From an optimization exercise on the open Yosys and OpenROAD flow, aimed at small area, a short achievable clock period and few clock cycles per item; shortcuts taken in it are not production practice.
The RTL was checked by simulation tests, not by an equivalence proof against the original design.

==> config.mk <==
export PLATFORM = sky130hd
export DESIGN_NAME = exponentiation
export DESIGN_NICKNAME = exponentiation
export VERILOG_FILES = /design/flow/design.v
export SDC_FILE = /design/flow/constraint.sdc
export NUM_CORES = 4
export LEC_CHECK = 0
export CAP_MARGIN = 20
export CORE_MARGIN = 2
export CORE_UTILIZATION = 40
export SLEW_MARGIN = 20
==> constraint.sdc <==
create_clock -name core_clock -period 5.5 [get_ports {clock}]
set_input_delay 1.1000 -clock core_clock [delete_from_list [all_inputs] [get_ports {clock}]]
set_output_delay 1.1000 -clock core_clock [all_outputs]
set_load 0.01 [all_outputs]
==> design.v <==
`timescale 1ns/1ps
module mult_serial #(parameter NA = 112, NB = 8, N = NA+NB)(
input  logic [NA-1:0] A,
input  logic [NB-1:0] B,
output logic [N-1:0]  P
);
assign P = A * B;
endmodule
`timescale 1ns/1ps
module exponentiation (
input logic clock,
input logic reset,
input logic start,
input logic [7:0] X,
input logic [3:0] Y,
output logic end_expo,
output logic [127:0] resultado
);
logic [119:0] S;
logic [7:0]   xr;
logic [3:0]   cnt;
logic         busy;
logic         load;
logic [119:0] prod;
assign load = start & ~busy;
mult_serial #(.NA(112), .NB(8)) MULT1 (.A(S[111:0]), .B(xr), .P(prod));
always_ff @(posedge clock or posedge reset) begin
    if (reset) begin
        busy     <= 1'b0;
        end_expo <= 1'b0;
        cnt      <= 4'd0;
    end else begin
        end_expo <= 1'b0;
        if (load) begin
            cnt <= Y - 4'd1;
            if (Y <= 4'd1 || X <= 8'd1) end_expo <= 1'b1;
            else                        busy     <= 1'b1;
        end else if (busy) begin
            cnt <= cnt - 4'd1;
            if (cnt == 4'd1) begin
                busy     <= 1'b0;
                end_expo <= 1'b1;
            end
        end
    end
end
always_ff @(posedge clock) begin
    if (load) begin
        xr <= X;
        S  <= (Y == 4'd0) ? 120'd1 : {112'd0, X};
    end else begin
        S  <= prod;
    end
end
assign resultado = {8'd0, S};
endmodule
==> run.sh <==
#!/bin/bash
# synth_recipe.tcl (not shown) runs the flow's synth.tcl, then flattens the netlist and writes it again
# the make line also repeats each setting of config.mk as NAME=value (left out here)
make -C /OpenROAD-flow-scripts/flow DESIGN_CONFIG=/design/flow/config.mk WORK_HOME=/design/flow/orfs CLKGATE_MAP_FILE= SYNTH_SCRIPT=/design/flow/synth_recipe.tcl finish
==> impl_metrics.yaml, run 1 <==
outcome:
  outcome: "complete, but fails checks"
  so.violations: "setup timing"
global_route:
  grtUsageMet1: 0.349
  antenna_found_initial: 2
  grt_first_pass_wirelength_um: 165000
  track_usage: 0.252
  grt-busiest-layer: "met2"
  grt_overflow: 0
  grt_max_degree: 57
  use_met2: 0.424
  met3_usage: 0.0296
  grt_pass1_vias: 29800
timing:
  max_slew_margin: 0.534
  skew_ns: 0.0149
  hold_viol_final: 0
  setup_viol: 50
  worst_slew_pin_slew_ns: 0.699
  fmax_mhz: 172
  period_share: 1.06
  fin_crit_ns: 5.82
  setup_tns_ns: -6.95
  rsz0062_at_grt: "yes"
  fin_ws_ns: -0.325
  drv_slew: 0
setup_path:
  cp_top_family: "adder cells"
  cp_slowest_cell: "fa_1"
  timing.rr.start: "xr[5]"
  timing.rr.end: "S[113]"
  crit_path_end_kind: "register"
  setup.worst_path.end: "S[113]"
  cp.required_ns: 5.85
  crit_path_frequent_cell: "fa_1"
  crit_type: "register to register"
  critical_path.max_stage_delay_ns: 0.52
  cp-startpoint: "xr[5]"
  start_kind: "register"
  cp_cell_sequence: "buf_8 > buf_8 > buf_16 > and2_1 > fa_1 > fa_1 > fa_1 > inv_2 > fa_1 > inv_2 > ha_4 > a21oi_1 > buf_4 > o211ai_1 > a21oi_2 > o211ai_1 > nand2_1 > a21oi_2 > o211ai_1 > buf_4 > a211oi_4 > buf_4 > o211a_1 > nor3b_2"
  critical_path_buf_inv_count: 8
  cp_max_fo: 6
  r2r_setup_slack_ns: -0.32
  worst-endpoint-arrival_ns: 6.18
  ff2ff_path_depth: 24
  worst-path-stages: 24
clock_tree:
  clock-sinks: 134
  cts_made_buffers: 17
  cts-root-buf: "clkbuf_16"
  clockBufferDepth: 2
  clk_pin_slew_worst_paths_ns: 0.07
  h-tree-depth: 4
  clk_latency_ns: 0.47
  hold_buffers: 0
  cts_tree: "built"
placement:
  gp_congestion: 0.905
  place_hpwl_um: 78000
  pre_cts_ws_ns: -0.814
  portBuffers: 135
yosys:
  yosysTopAreaCell: "fa_1"
  syn-cell-area_um2: 32400
  synth-seq-cells: 134
  synth_flop_cell: "dfxtp_1"
  yosysTopAreaCellShare: 0.408
  yosys-top-cells-area: "fa_1, and2_1, dfxtp_1"
  ys.warnings.count: 1
  synth-edff-count: 8
  postSynthCellCount: 3672
  synth_seq_area_share: 0.0862
  synthArstFlopShare: 0.0448
  ys_types: 83
  postSynthAreaPerCell_um2: 8.83
cells_and_area:
  multi_input_area_um2: 28800
  area.growth.synth_to_final_pct: 31.7
  seqCellArea_um2: 2790
  fin_nets: 5148
  final_common_cell: "and2_1"
  diodes: 0
  final_cell_mix: "and2_1, fa_1, buf_4"
  drive_gt1_frac: 0.238
  fill_cells: 7354
die:
  io-pin-count: 144
  die_area_um2: 83300
  die_w_um: 289
  start_util: 0.403
  fp.dieH_um: 289
  core_area_um2: 80400
  rows: 104
detailed_routing:
  firstDrtPassIters: 5
  drt_iter0_markers: 1782
  routed_wl_um: 103000
  post-route-drc-count: 0
  routedWlPerCell_um: 19.0
  vias: 27900
  via_per_inst: 5.17
  antenna_left: 0
flow_run:
  cap_violations: 0
hold_path:
  min_path_type: "register to register"
## per-stage QoR
step                      utilization  std cells  hold slack, ns  cell area [um2]
final                           0.531       5401           0.546            42700
after global routing            0.531       5401           0.556            42700
after floorplan                     -       3679           0.495            32400
after global placement          0.486       5282           0.525            39100
after CTS                       0.518       5366           0.542            41600
after detailed placement        0.486       5282           0.530            39100
## cell families after synthesis
group                      Yosys count  share of synthesized area
buffers and inverters              684                     0.0813
and+or+nand+nor                   1445                      0.242
AOI/OAI and AO/OA                  508                      0.101
adders and majority gates          804                      0.463
muxes                                5                    0.00162
xor gates and xnor gates            91                     0.0246
other                                1                   0.000116
DFF                                134                     0.0862
## sequential cells by signal, indices dropped and copies added, names as in the netlist
register	count
cnt	4
xr	8
busy	1
S	120
end_expo	1
## final cells by class
cell class / instances / share of cell area
clock inverter: 6 / 0.00135
clock buffer: 25 / 0.0131
inverter: 494 / 0.0435
timing repair buffer: 821 / 0.171
sequential: 134 / 0.0654
tap: 1060 / 0.0311
multi-input combinational: 2861 / 0.675
## per-layer routing
metal  up-vias  part of all wire
li1      12800                 -
met1     14300              0.44
met2       723              0.49
met3       129             0.050
met4         4             0.020
met5         -           0.00022
## worst min path at each step
stage            from     end  cells past startpoint
6_report       cnt[0]  cnt[0]                      1
5_1_grt        cnt[0]  cnt[0]                      1
4_1_cts        cnt[0]  cnt[0]                      1
3_5_place_dp   cnt[0]  cnt[0]                      1
3_3_place_gp   cnt[0]  cnt[0]                      1
2_1_floorplan  cnt[0]  cnt[0]                      1
## synth_stat cells (4+ instances only)
library cell and n:
a211o_1 5, a31o_2 4, and2_1 758, a31oi_1 8, nand2_1 285, nor2b_1 4, o31ai_1 10, a21boi_0 13
or2_2 8, nor3_1 46, o211a_1 6, edfxtp_1 8, nand3_1 29, or3_1 9, a21o_1 71, clkbuf_1 158
a21oi_1 179, ha_1 144, buf_2 18, fa_1 660, dfrtp_1 6, o21bai_1 29, buf_4 12, and3_1 20
nand2b_1 10, nand4_1 57, nor3b_1 6, nor2_1 180, dfxtp_1 120, a211oi_1 6, inv_1 493, o21ai_0 94
o21a_1 25, xor2_1 39, nor4_1 15, xnor2_1 52, o211ai_1 13
## worst register-to-register path, stage by stage, from the launching register on
cell and delay (ns):
edfxtp_1 0.39, buf_8 0.17, buf_8 0.15, buf_16 0.15, and2_1 0.15, fa_1 0.52, fa_1 0.44, fa_1 0.52
inv_2 0.05, fa_1 0.51, inv_2 0.05, ha_4 0.27, a21oi_1 0.09, buf_4 0.15, o211ai_1 0.21, a21oi_2 0.12
o211ai_1 0.32, nand2_1 0.19, a21oi_2 0.25, o211ai_1 0.14, buf_4 0.17, a211oi_4 0.28, buf_4 0.18, o211a_1 0.17
nor3b_2 0.06
## repair_timing
action | 4_1_cts | 5_1_grt
setup endpoints to repair | 77 | 79
gates resized for setup | 279 | 188
gates cloned | 13 | 1
setup buffers | 41 | 38
pin swaps | 138 | 120
Testbench counts, summed over its fixed seeds: cycles 2,496, items 384.
==> run 2: changes to the inputs <==
==> design.v (replaced) <==
`timescale 1ns/1ps
module mult_serial #(parameter W = 40, N = W + 8) (
input  logic [W-1:0] A,
input  logic [7:0]   cin,
input  logic [3:0]   one, two, neg,
input  logic         top,
output logic [N-1:0] P
);
logic [N-1:0] r [0:5];
logic [W:0]   m [0:3];
localparam logic [N-1:0] K = -((N'(1) << (W+1)) + (N'(1) << (W+3)) + (N'(1) << (W+5)) + (N'(1) << (W+7)));
always_comb begin
    for (int i = 0; i < 4; i++) begin
        m[i] = (({1'b0, A} & {(W+1){one[i]}}) | ({A, 1'b0} & {(W+1){two[i]}})) ^ {(W+1){neg[i]}};
        r[i] = '0;
        r[i][2*i +: W+2] = {~neg[i], m[i]};
        if (i > 0) r[i][2*i-2] = neg[i-1];
    end
    r[4] = '0;
    r[4][N-1:8] = A & {W{top}};
    r[4][6] = neg[3];
    r[5] = K | N'(cin);
end
function automatic logic [2*N-1:0] csa(input logic [N-1:0] x, y, z);
    logic [N-1:0] s, cy;
    s  = x ^ y ^ z;
    cy = (x & y) | (x & z) | (y & z);
    csa = {cy[N-2:0], 1'b0, s};
endfunction
logic [N-1:0] s1, c1, s2, c2, s3, c3, s4, c4;
logic [2*N-1:0] t1, t2, t3, t4;
assign t1 = csa(r[0], r[1], r[2]);
assign t2 = csa(r[3], r[4], r[5]);
assign {c1, s1} = t1;
assign {c2, s2} = t2;
assign t3 = csa(s1, c1, s2);
assign {c3, s3} = t3;
assign t4 = csa(s3, c3, c2);
assign {c4, s4} = t4;
assign P = s4 + c4;
endmodule
`timescale 1ns/1ps
module exponentiation #(parameter W = 40, NC = 3) (
input logic clock,
input logic reset,
input logic start,
input logic [7:0] X,
input logic [3:0] Y,
output logic end_expo,
output logic [127:0] resultado
);
logic [W-1:0]  C [0:NC-1];       
logic [NC-1:0] sel;              
logic [3:0]    one, two, neg;    
logic          top;
logic [7:0]    carry;
logic [3:0]    cnt;              
logic          busy;
logic          load, triv, last;
logic [W-1:0]  a;
logic [W+7:0]  r;
logic [NC-1:0] upper_zero;       
logic [8:0]    xe;
assign load = start & ~busy;
assign triv = (Y <= 4'd1) || (X <= 8'd1);
assign xe   = {X, 1'b0};
always_comb begin
    a = '0;
    for (int i = 0; i < NC; i++)
        a = a | (C[i] & {W{sel[i]}});
end
always_comb begin
    upper_zero[NC-1] = 1'b1;
    for (int i = NC-2; i >= 0; i--)
        upper_zero[i] = upper_zero[i+1] & (C[i+1] == '0);
end
assign last = |(sel & upper_zero);
mult_serial #(.W(W)) MULT1 (.A(a), .cin(carry), .one(one), .two(two), .neg(neg), .top(top), .P(r));
always_ff @(posedge clock or posedge reset) begin
    if (reset) begin
        busy     <= 1'b0;
        end_expo <= 1'b0;
        cnt      <= 4'd0;
        sel      <= '0;
    end else begin
        end_expo <= 1'b0;
        if (load) begin
            cnt <= Y - 4'd1;
            sel <= 1;
            if (triv) end_expo <= 1'b1;
            else      busy     <= 1'b1;
        end else if (busy) begin
            if (last) begin
                sel <= 1;
                cnt <= cnt - 4'd1;
                if (cnt == 4'd1) begin
                    busy     <= 1'b0;
                    end_expo <= 1'b1;
                end
            end else begin
                sel <= sel << 1;
            end
        end
    end
end
always_ff @(posedge clock) begin
    if (load) begin
        for (int i = 0; i < 4; i++) begin
            one[i] <= xe[2*i+1] ^ xe[2*i];
            two[i] <= (xe[2*i+2] & ~xe[2*i+1] & ~xe[2*i]) | (~xe[2*i+2] & xe[2*i+1] & xe[2*i]);
            neg[i] <= xe[2*i+2];
        end
        top   <= X[7];
        carry <= 8'd0;
    end else if (busy) begin
        carry <= last ? 8'd0 : r[W+7:W];
    end
end
always_ff @(posedge clock) begin
    for (int i = 0; i < NC; i++) begin
        if (load) begin
            C[i] <= '0;
            if (i == 0) C[i][7:0] <= (Y == 4'd0) ? 8'd1 : X;
        end else if (busy) begin
            if (sel[i]) C[i] <= r[W-1:0];
            if (i > 0 && sel[i-1] && last) C[i][7:0] <= r[W+7:W];
        end
    end
end
always_comb begin
    resultado = '0;
    for (int i = 0; i < NC; i++)
        resultado[i*W +: W] = C[i];
end
endmodule
==> run 2 against run 1 <==
Net effect: still fails the layout checks on setup timing; area after synthesis down 52%; via count down 44%; clock skew about the same; non-clock buffer count down 298; maximum frequency down 1.9%; register-to-register slack worse by 0.11 ns; wire length down 44%; core utilization up 3.9 points; critical path depth up 3; final cell count down 49%; first-iteration DRC count down 27%.
==> impl_metrics.yaml, run 2 <==
clock_tree:
  hold_buffers: 0
  h-tree-depth: 4
  cts-root-buf: "clkbuf_16"
  clock-sinks: 149
  clockBufferDepth: 2
  clk_pin_slew_worst_paths_ns: 0.07
  clk_latency_ns: 0.44
  cts_made_buffers: 17
  cts_tree: "built"
placement:
  place_hpwl_um: 45000
  portBuffers: 135
  gp_congestion: 1.03
  placed_area_um2: 20100
global_route:
  grt_overflow: 0
  grt_max_degree: 36
  track_usage: 0.280
  grt_first_pass_wirelength_um: 89700
  antenna_found_initial: 0
  grt_pass1_vias: 15800
setup_path:
  cp_max_fo: 10
  cp_top_family: "adder cells"
  critical_path.max_stage_delay_ns: 0.55
  critical_path_buf_inv_count: 9
  start_kind: "register"
  cp_slowest_cell: "fa_1"
  r2r_setup_slack_ns: -0.44
  crit_path_frequent_cell: "buf_4"
  crit_type: "register to register"
  cp.required_ns: 5.79
  worst-endpoint-arrival_ns: 6.23
  crit_path_end_kind: "register"
detailed_routing:
  antenna_left: 0
  drt_iter0_markers: 1296
  vias: 15600
  routedWlPerCell_um: 20.8
  via_per_inst: 5.62
  post-route-drc-count: 0
  firstDrtPassIters: 5
  routed_wl_um: 57800
yosys:
  synth_seq_area_share: 0.207
  synthArstFlopShare: 0.0604
  yosysTopAreaCell: "fa_1"
  syn-cell-area_um2: 15600
  ys_top_cells_by_count: "inv_1, a22oi_1, nand2_1"
  yosys-top-cells-area: "fa_1, dfxtp_1, xnor2_1"
  yosysMostFrequentCell: "inv_1"
  synth-seq-cells: 149
  ys_types: 66
  synth-edff-count: 20
  postSynthAreaPerCell_um2: 8.59
  synth_flop_cell: "dfxtp_1"
  yosysTopAreaCellShare: 0.158
  postSynthCellCount: 1817
  ys.warnings.count: 6
timing:
  worst_slew_pin_slew_ns: 1.10
  fin_crit_ns: 5.94
  setup_viol: 37
  fin_ws_ns: -0.437
  drv_slew: 0
  hold_viol_final: 0
  max_slew_margin: 0.263
  skew_ns: 0.0149
  timing.hold.ws_ns: 0.477
  period_share: 1.08
  setup_tns_ns: -6.03
  fmax_mhz: 168
  rsz0062_at_grt: "yes"
outcome:
  outcome: "complete, but fails checks"
  so.violations: "setup timing"
die:
  io-pin-count: 144
  fp.dieH_um: 202
  die_w_um: 202
  rows: 72
  start_util: 0.405
  die_area_um2: 40600
  core_area_um2: 38600
cells_and_area:
  final_cell_mix: "buf_4, inv_1, xnor2_1"
  diodes: 0
  drive_gt1_frac: 0.275
  reg_top3: "C (120), carry (8)"
  fin_nets: 2489
  area.growth.synth_to_final_pct: 40.8
  final_cell_area_um2: 22000
  final_common_cell: "buf_4"
  top_register: "C"
  utilization: 0.570
  largest_reg_flops: 120
hold_path:
  min_path_type: "register to register"
flow_run:
  cap_violations: 0
==> run 2: cell count changes in the layout (fill, tap and decap cells not counted), moves of 104 or more <==
cell | previous run | this run
and2_1 | 731 | 41
fa_1 | 641 | 121
inv_1 | 480 | 233
buf_4 | 601 | 365
a22oi_1 | 2 | 141
xnor2_1 | 40 | 176
nor2_1 | 172 | 39
nand2_1 | 271 | 167
==> run 2: final timing paths <==
path / from / endpoint / cells after the start
max in group asynchronous: reset / sel[1] / 2
worst max-delay path: sel[1] / C[2][5] / 27
worst min register to register: carry[0] / carry[0] / 2
worst max register to register: sel[1] / C[2][5] / 27
min in group asynchronous: reset / busy / 2
worst min-delay path: carry[0] / carry[0] / 2
==> run 2: layout make-up <==
type,instances,area (um2)
clock buffers,19,475
clock inverters,13,140
fillers,3511,16600
inverters,237,890
multi-input cells,1321,12100
flip-flops and latches,149,3230
well taps,518,648
repair buffers,523,4450
==> run 2: per-stage QoR <==
step | setup slack, ns | cells
3_5_place_dp | -0.679 | 2716
4_1_cts | -0.353 | 2770
6_report | -0.437 | 2780
3_3_place_gp | -0.651 | 2716
2_1_floorplan | 0.0255 | 1824
5_1_grt | -0.584 | 2780
==> run 2: logic make-up (layout without fill, tap and decap cells) <==
| group | after synthesis | in the layout | synth area share |
|---|---|---|---|
| xor+xnor | 216 | 216 | 0.121 |
| flops | 149 | 149 | 0.207 |
| other cells | 1 | 8 | 0.000240 |
| fa+ha+maj | 225 | 225 | 0.240 |
| compound gates | 509 | 509 | 0.237 |
| buf+inv | 354 | 792 | 0.0871 |
| mux | 4 | 4 | 0.00265 |
| simple gates | 359 | 359 | 0.105 |
==> run 2: per-layer routing <==
metal  vias to the layer above  GRT usage  routed length, um
met5                         -          0                  0
met4                         0      0.144               2800
met3                       130     0.0335               3510
met2                       665      0.459              27400
met1                      7716      0.365              24100
li1                       7108          -                  -
==> run 2: timing repair <==
| item | 4_1_cts | 5_1_grt |
|---|---|---|
| setup buffers | 22 | 10 |
| hold endpoints to repair | 0 | 0 |
| gates resized for setup | 119 | 93 |
| setup endpoints to repair | 80 | 82 |
| pin swaps | 46 | 30 |
==> run 2: worst reg2reg max path, cell delays in order (launching register included) <==
cell and delay [ns]:
dfrtp_1 0.42, buf_4 0.20, a22oi_2 0.20, nand2_2 0.10
buf_4 0.18, a22oi_2 0.19, xnor2_1 0.11, fa_1 0.56
inv_1 0.06, fa_1 0.47, inv_1 0.05, fa_1 0.54
ha_4 0.23, a21oi_2 0.14, o21ai_1 0.10, a311o_1 0.30
buf_4 0.16, a211oi_4 0.24, buf_6 0.15, o31ai_4 0.06
buf_4 0.16, nand4_1 0.15, a21oi_2 0.09, buf_4 0.17
a311oi_2 0.29, xor2_1 0.22, buf_4 0.19, o22ai_1 0.09
Testbench counts of run 2, summed over its fixed seeds: cycles 3,498, items 384.
==> run 3: changes to the inputs <==
--- a/design.v
+++ b/design.v
@@ -57,7 +57,8 @@
 logic [3:0]    cnt;              
 logic          busy;
 logic          load, triv, last;
-logic [W-1:0]  a;
+logic [W-1:0]  a;                
+logic [W-1:0]  a_next;
 logic [W+7:0]  r;
 logic [NC-1:0] upper_zero;       
 logic [8:0]    xe;
@@ -65,16 +66,20 @@
 assign triv = (Y <= 4'd1) || (X <= 8'd1);
 assign xe   = {X, 1'b0};
 always_comb begin
-    a = '0;
-    for (int i = 0; i < NC; i++)
-        a = a | (C[i] & {W{sel[i]}});
-end
-always_comb begin
     upper_zero[NC-1] = 1'b1;
     for (int i = NC-2; i >= 0; i--)
         upper_zero[i] = upper_zero[i+1] & (C[i+1] == '0);
 end
 assign last = |(sel & upper_zero);
+always_comb begin
+    a_next = '0;
+    if (last) begin
+        a_next = sel[0] ? r[W-1:0] : C[0];
+    end else begin
+        for (int i = 0; i < NC-1; i++)
+            a_next = a_next | (C[i+1] & {W{sel[i]}});
+    end
+end
 mult_serial #(.W(W)) MULT1 (.A(a), .cin(carry), .one(one), .two(two), .neg(neg), .top(top), .P(r));
 always_ff @(posedge clock or posedge reset) begin
     if (reset) begin
@@ -112,8 +117,10 @@
         end
         top   <= X[7];
         carry <= 8'd0;
+        a     <= {{(W-8){1'b0}}, X};
     end else if (busy) begin
         carry <= last ? 8'd0 : r[W+7:W];
+        a     <= a_next;
     end
 end
 always_ff @(posedge clock) begin
--- a/config.mk
+++ b/config.mk
@@ -8,4 +8,5 @@
 export CAP_MARGIN = 20
 export CORE_MARGIN = 2
 export CORE_UTILIZATION = 40
+export SETUP_SLACK_MARGIN = 1.2
 export SLEW_MARGIN = 20
==> run 3 against run 2 <==
Net effect: critical path depth fell by 5; largest cell class unchanged; wire length rose by 12%; global-route usage rose by 0.14 points; now clean on timing, DRC and antenna; final area rose by 2.2%; critical path type unchanged; register-to-register slack improved by 0.70 ns; synthesized cell count rose by 12%; worst hold slack got worse by 0.018 ns; sequential cell count rose by 40; core utilization fell by 4.8 points.
==> impl_metrics.yaml, run 3 <==
outcome:
  outcome: "finished clean"
clock_tree:
  clk_latency_ns: 0.45
  clk_pin_slew_worst_paths_ns: 0.08
  cts_tree: "built"
  clockBufferDepth: 2
  clock-sinks: 189
  cts-root-buf: "clkbuf_16"
  h-tree-depth: 4
  cts_made_buffers: 17
detailed_routing:
  routedWlPerCell_um: 23.3
  vias: 16400
  drt_iter0_markers: 1653
  antenna_left: 0
  via_per_inst: 5.89
  routed_wl_um: 64700
  firstDrtPassIters: 7
  post-route-drc-count: 0
setup_path:
  cp_cell_sequence: "buf_12 > a22oi_2 > xnor2_2 > fa_1 > inv_1 > fa_1 > fa_1 > inv_2 > ha_4 > a21oi_4 > o211ai_4 > a311oi_4 > o41ai_2 > buf_4 > a211oi_4 > o41ai_4 > buf_6 > a21oi_2 > xnor2_1 > buf_4 > a222oi_1 > nor2_1"
  critical_path_buf_inv_count: 6
  timing.rr.start: "two[0]"
  crit_path_end_kind: "register"
  timing.rr.end: "C[1][1]"
  critical_path.max_stage_delay_ns: 0.60
  ff2ff_path_depth: 22
  start_kind: "register"
  crit_type: "register to register"
  cp_top_family: "compound AO/OA/AOI/OAI gates"
  r2r_setup_slack_ns: 0.26
  setup.worst_path.end: "C[1][1]"
  crit_path_frequent_cell: "fa_1"
  cp.required_ns: 5.83
  worst-endpoint-arrival_ns: 5.57
  cp_max_fo: 6
  cp-startpoint: "two[0]"
  cp_slowest_cell: "fa_1"
  worst-path-stages: 22
yosys:
  synth_flop_cell: "dfxtp_1"
  yosysTopAreaCell: "dfxtp_1"
  synthArstFlopShare: 0.0476
  synth_seq_area_share: 0.236
  yosysTopAreaCellShare: 0.174
  postSynthCellCount: 2036
  synth-edff-count: 28
  ys_top_cells_by_count: "inv_1, xnor2_1, a22oi_1"
  ys_types: 67
  synth-seq-cells: 189
  yosysMostFrequentCell: "inv_1"
  ys.warnings.count: 6
  yosys-top-cells-area: "dfxtp_1, fa_1, xnor2_1"
  postSynthAreaPerCell_um2: 8.57
  syn-cell-area_um2: 17400
cells_and_area:
  utilization: 0.521
  top_register: "C"
  largest_reg_flops: 120
  fin_nets: 2417
  seqCellArea_um2: 4130
  area.growth.synth_to_final_pct: 28.8
  final_common_cell: "inv_1"
  fill_cells: 4000
  drive_gt1_frac: 0.192
  reg_top3: "C (120), a (40), carry (8)"
  multi_input_area_um2: 13200
  final_cell_mix: "inv_1, xnor2_1, nand2_1"
  diodes: 0
  instances_no_fill: 2775
global_route:
  grt_max_degree: 70
  grt_pass1_vias: 16100
  grt_overflow: 0
  track_usage: 0.282
  grt_first_pass_wirelength_um: 97500
  antenna_found_initial: 0
timing:
  max_slew_margin: 0.206
  setup_viol: 0
  fmax_mhz: 191
  skew_ns: 0.0107
  fin_ws_ns: 0.259
  hold_viol_final: 0
  rsz0062_at_grt: "yes"
  drv_slew: 0
  period_share: 0.953
  fin_crit_ns: 5.24
  worst_slew_pin_slew_ns: 1.19
  setup_tns_ns: 0
die:
  start_util: 0.405
  io-pin-count: 144
  rows: 76
  core_area_um2: 43100
  die_area_um2: 45300
  die_w_um: 213
  fp.dieH_um: 213
flow_run:
  cap_violations: 0
placement:
  pre_cts_ws_ns: 0.146
  gp_congestion: 0.961
  place_hpwl_um: 47000
  dp_cells: 2661
  portBuffers: 135
hold_path:
  min_path_type: "register to register"
[run 3: cell type report]
| type | instances | area share |
|---|---|---|
| sequential | 189 | 0.184 |
| clock buffer | 18 | 0.0191 |
| multi-input combinational | 1449 | 0.588 |
| clock inverter | 14 | 0.00780 |
| timing repair buffer | 297 | 0.131 |
| inverter | 223 | 0.0373 |
| tap | 585 | 0.0326 |
[run 3: routing by layer]
| layer | share of wire | vias to the layer above | wire length, um | GRT usage |
|---|---|---|---|---|
| met4 | 0.022 | 0 | 1450 | 0.0748 |
| met5 | 0 | - | 0 | 0 |
| met3 | 0.069 | 77 | 4460 | 0.0338 |
| met1 | 0.45 | 8191 | 28900 | 0.405 |
| li1 | - | 7322 | - | - |
| met2 | 0.46 | 768 | 29800 | 0.447 |
[run 3: worst min-delay path by stage]
stage	endpoint	slack, ns	start	depth (start not counted)
2_1_floorplan	carry[4]	0.43	carry[4]	2
3_3_place_gp	carry[2]	0.45	carry[2]	2
3_5_place_dp	carry[4]	0.46	carry[4]	2
4_1_cts	carry[2]	0.47	carry[2]	2
5_1_grt	carry[4]	0.49	carry[4]	2
6_report	carry[4]	0.46	carry[4]	2
[run 3: repair_timing]
item | CTS | global route
endpoints found under the hold margin | 0 | 0
setup endpoints to repair | 141 | 149
pin swaps | 41 | 56
gates cloned | 3 | 5
hold buffers | 0 | 0
setup buffers | 35 | 39
resized for setup | 149 | 91
[run 3: logic make-up (layout without fill, tap and decap cells)]
kind of cell / Yosys count / in the layout / synth area share
xor gates and xnor gates: 217 / 217 / 0.109
AOI/OAI and AO/OA: 597 / 597 / 0.242
muxes: 12 / 12 / 0.00710
other: 1 / 8 / 0.000215
DFF: 189 / 189 / 0.236
adders and majority gates: 225 / 225 / 0.214
and+or+nand+nor: 390 / 390 / 0.103
buffers and inverters: 405 / 552 / 0.0889
[run 3: worst reg2reg max path, cell delays in order (launching register included)]
cell and delay (ns):
edfxtp_1 0.47, buf_12 0.18, a22oi_2 0.19, xnor2_2 0.09
fa_1 0.60, inv_1 0.07, fa_1 0.45, fa_1 0.52
inv_2 0.05, ha_4 0.22, a21oi_4 0.17, o211ai_4 0.12
a311oi_4 0.35, o41ai_2 0.09, buf_4 0.16, a211oi_4 0.35
o41ai_4 0.12, buf_6 0.15, a21oi_2 0.14, xnor2_1 0.09
buf_4 0.16, a222oi_1 0.30, nor2_1 0.06
[run 3: stage by stage]
stage	instance area [um2]	hold slack (ns)
after global routing	22500	0.487
after CTS	21600	0.475
after global placement	19800	0.447
after floorplan	17800	0.429
after detailed placement	19800	0.458
final	22500	0.460
Testbench counts of run 3, summed over its fixed seeds: cycles 3,498, items 384.
==> run 4: changes to the inputs <==
--- a/config.mk
+++ b/config.mk
@@ -8,5 +8,4 @@
 export CAP_MARGIN = 20
 export CORE_MARGIN = 2
 export CORE_UTILIZATION = 40
-export SETUP_SLACK_MARGIN = 1.2
 export SLEW_MARGIN = 20
==> run 4 against run 3 <==
Net effect: maximum frequency decreased by 1.8%; wire length fell by 2.8%; die area unchanged.
==> impl_metrics.yaml, run 4 <==
cells_and_area:
  largest_reg_flops: 120
  fill_cells: 4095
  final_cell_area_um2: 20700
  drive_gt1_frac: 0.0956
  final_cell_mix: "inv_1, xnor2_1, a22oi_1"
  multi_input_area_um2: 12000
  top_register: "C"
  reg_top3: "C (120), a (40), carry (8)"
  fin_nets: 2381
  final_common_cell: "inv_1"
  diodes: 0
  seqCellArea_um2: 4110
  area.growth.synth_to_final_pct: 18.5
die:
  die_area_um2: 45300
  die_w_um: 213
  rows: 76
  fp.dieH_um: 213
  start_util: 0.405
  io-pin-count: 144
  core_area_um2: 43100
yosys:
  syn-cell-area_um2: 17400
  postSynthAreaPerCell_um2: 8.57
  ys_top_cells_by_count: "inv_1, xnor2_1, a22oi_1"
  synth-seq-cells: 189
  synth-xor-area-share: 0.109
  ys.warnings.count: 6
  yosysTopAreaCell: "dfxtp_1"
  ys_types: 67
  yosysMostFrequentCell: "inv_1"
  postSynthCellCount: 2036
  synth_seq_area_share: 0.236
  synthMuxAreaShare: 0.00710
  synth_flop_cell: "dfxtp_1"
  yosysTopAreaCellShare: 0.174
  synth-edff-count: 28
  synthArstFlopShare: 0.0476
  synth-compound-area-share: 0.242
  synth_top_family_by_area: "compound AO/OA/AOI/OAI gates"
  yosys.area_share.adder: 0.214
  yosys-top-cells-area: "dfxtp_1, fa_1, xnor2_1"
  post_synth_and_or_nand_nor_area_fraction: 0.103
timing:
  fin_crit_ns: 5.34
  setup_viol: 0
  period_share: 0.970
  worst_slew_pin_slew_ns: 0.976
  max_slew_margin: 0.347
  timing.hold.ws_ns: 0.477
  drv_slew: 0
  hold_viol_final: 0
  setup_tns_ns: 0
  fmax_mhz: 187
  skew_ns: 0.0186
  rsz0062_at_grt: "yes"
detailed_routing:
  drt_iter0_markers: 1675
  via_per_inst: 5.90
  routed_wl_um: 62800
  vias: 16200
  firstDrtPassIters: 6
  antenna_left: 0
  post-route-drc-count: 0
  routedWlPerCell_um: 22.9
setup_path:
  cp.required_ns: 5.86
  r2r_setup_slack_ns: 0.16
  crit_type: "register to register"
  start_kind: "register"
  cp_max_fo: 27
  crit_path_end_kind: "register"
  worst-endpoint-arrival_ns: 5.70
clock_tree:
  clk_latency_ns: 0.48
  clock-sinks: 189
  clk_pin_slew_worst_paths_ns: 0.08
  cts-root-buf: "clkbuf_16"
  h-tree-depth: 4
  cts_made_buffers: 17
  clockBufferDepth: 2
  cts_tree: "built"
global_route:
  grt_pass1_vias: 15800
  grt_max_degree: 48
  grt_overflow: 0
  track_usage: 0.280
  grt_first_pass_wirelength_um: 96600
  antenna_found_initial: 0
hold_path:
  min_path_type: "register to register"
placement:
  place_hpwl_um: 48700
  gp_congestion: 0.971
  portBuffers: 135
  placed_area_um2: 19800
outcome:
  outcome: "finished clean"
flow_run:
  cap_violations: 0
==> run 4: critical path, stage by stage, from the launching register on <==
cell and delay (ns):
edfxtp_1 0.64, buf_4 0.41, a22oi_1 0.16, xnor2_1 0.16
ha_1 0.28, inv_1 0.05, fa_1 0.53, inv_1 0.05
fa_1 0.43, ha_1 0.38, a21oi_1 0.28, o21bai_1 0.15
or3_1 0.34, o211ai_1 0.18, buf_4 0.17, nand2_1 0.15
a31oi_1 0.24, xnor2_1 0.21, a221o_1 0.38
==> run 4: logic make-up after synthesis <==
| kind of cell | after synthesis |
|---|---|
| flip-flops | 189 |
| XOR/XNOR | 217 |
| adder cells (fa/ha/maj) | 225 |
| multiplexers | 12 |
| other | 1 |
| AO/OA/AOI/OAI | 597 |
| AND/OR/NAND/NOR | 390 |
| buffers and inverters | 405 |
==> run 4: final timing paths <==
check	from	endpoint	cells after the start
min reg2reg	a[12]	a[12]	2
max reg2reg	two[3]	C[2][7]	18
max in group asynchronous	reset	sel[0]	2
min in group asynchronous	reset	sel[2]	2
max	two[3]	C[2][7]	18
min	a[12]	a[12]	2
==> run 4: what timing repair did <==
action | 4_1_cts | 5_1_grt
setup endpoints to repair | 8 | 55
pin swaps | 0 | 12
hold endpoints to repair | 0 | 0
gates resized for setup | 1 | 33
buffers inserted | 0 | 11
hold buffers | 0 | 0
==> run 4: layout make-up <==
cell class	instances	area share
clock buffer	17	0.0206
clock inverter	15	0.00968
inverter	223	0.0405
multi-input combinational	1449	0.580
sequential	189	0.199
tap	585	0.0354
timing repair buffer	261	0.115
==> run 4: per-layer routing <==
| metal | routed length, um | global-route usage |
|---|---|---|
| met5 | 0 | 0 |
| met4 | 1590 | 0.0822 |
| met1 | 27700 | 0.394 |
| met3 | 5420 | 0.0556 |
| met2 | 28200 | 0.434 |
==> run 4: stage by stage <==
stage / setup slack (ns) / std cells / utilization
2_1_floorplan: 0.0737 / 2043 / -
4_1_cts: 0.00238 / 2727 / 0.474
3_5_place_dp: -0.0759 / 2695 / 0.459
3_3_place_gp: 0.0646 / 2695 / 0.459
5_1_grt: -0.0359 / 2739 / 0.480
6_report: 0.165 / 2739 / 0.480

re-timing with driven ports:
No port has a modelled driver above. Below, the same layouts with a new extraction and two added sets of constraints.
Step 1 (the two cells are an assumption about what drives the block):
set clk [get_ports {clock}]
set_driving_cell -lib_cell sky130_fd_sc_hd__clkbuf_16 $clk
set_driving_cell -lib_cell sky130_fd_sc_hd__buf_2 [delete_from_list [all_inputs] $clk]
Step 2 times the ports against the registers' clock, not the clock port: input delays grow and output delays shrink by t, the midpoint of the rising clock arrivals with the driver on.
Slacks: ideal / step 1 / step 2; pairs: ideal / step 1.
run | shift t [ns] | setup WS [ns] | pins driven straight from the clock port
run 1 | 0.532 | -0.325 / -0.325 / -0.325 | 1
run 2 | 0.484 | -0.437 / -0.437 / -0.437 | 1
run 3 | 0.504 | 0.259 / 0.259 / 0.259 | 1
run 4 | 0.521 | 0.165 / 0.165 / 0.165 | 1
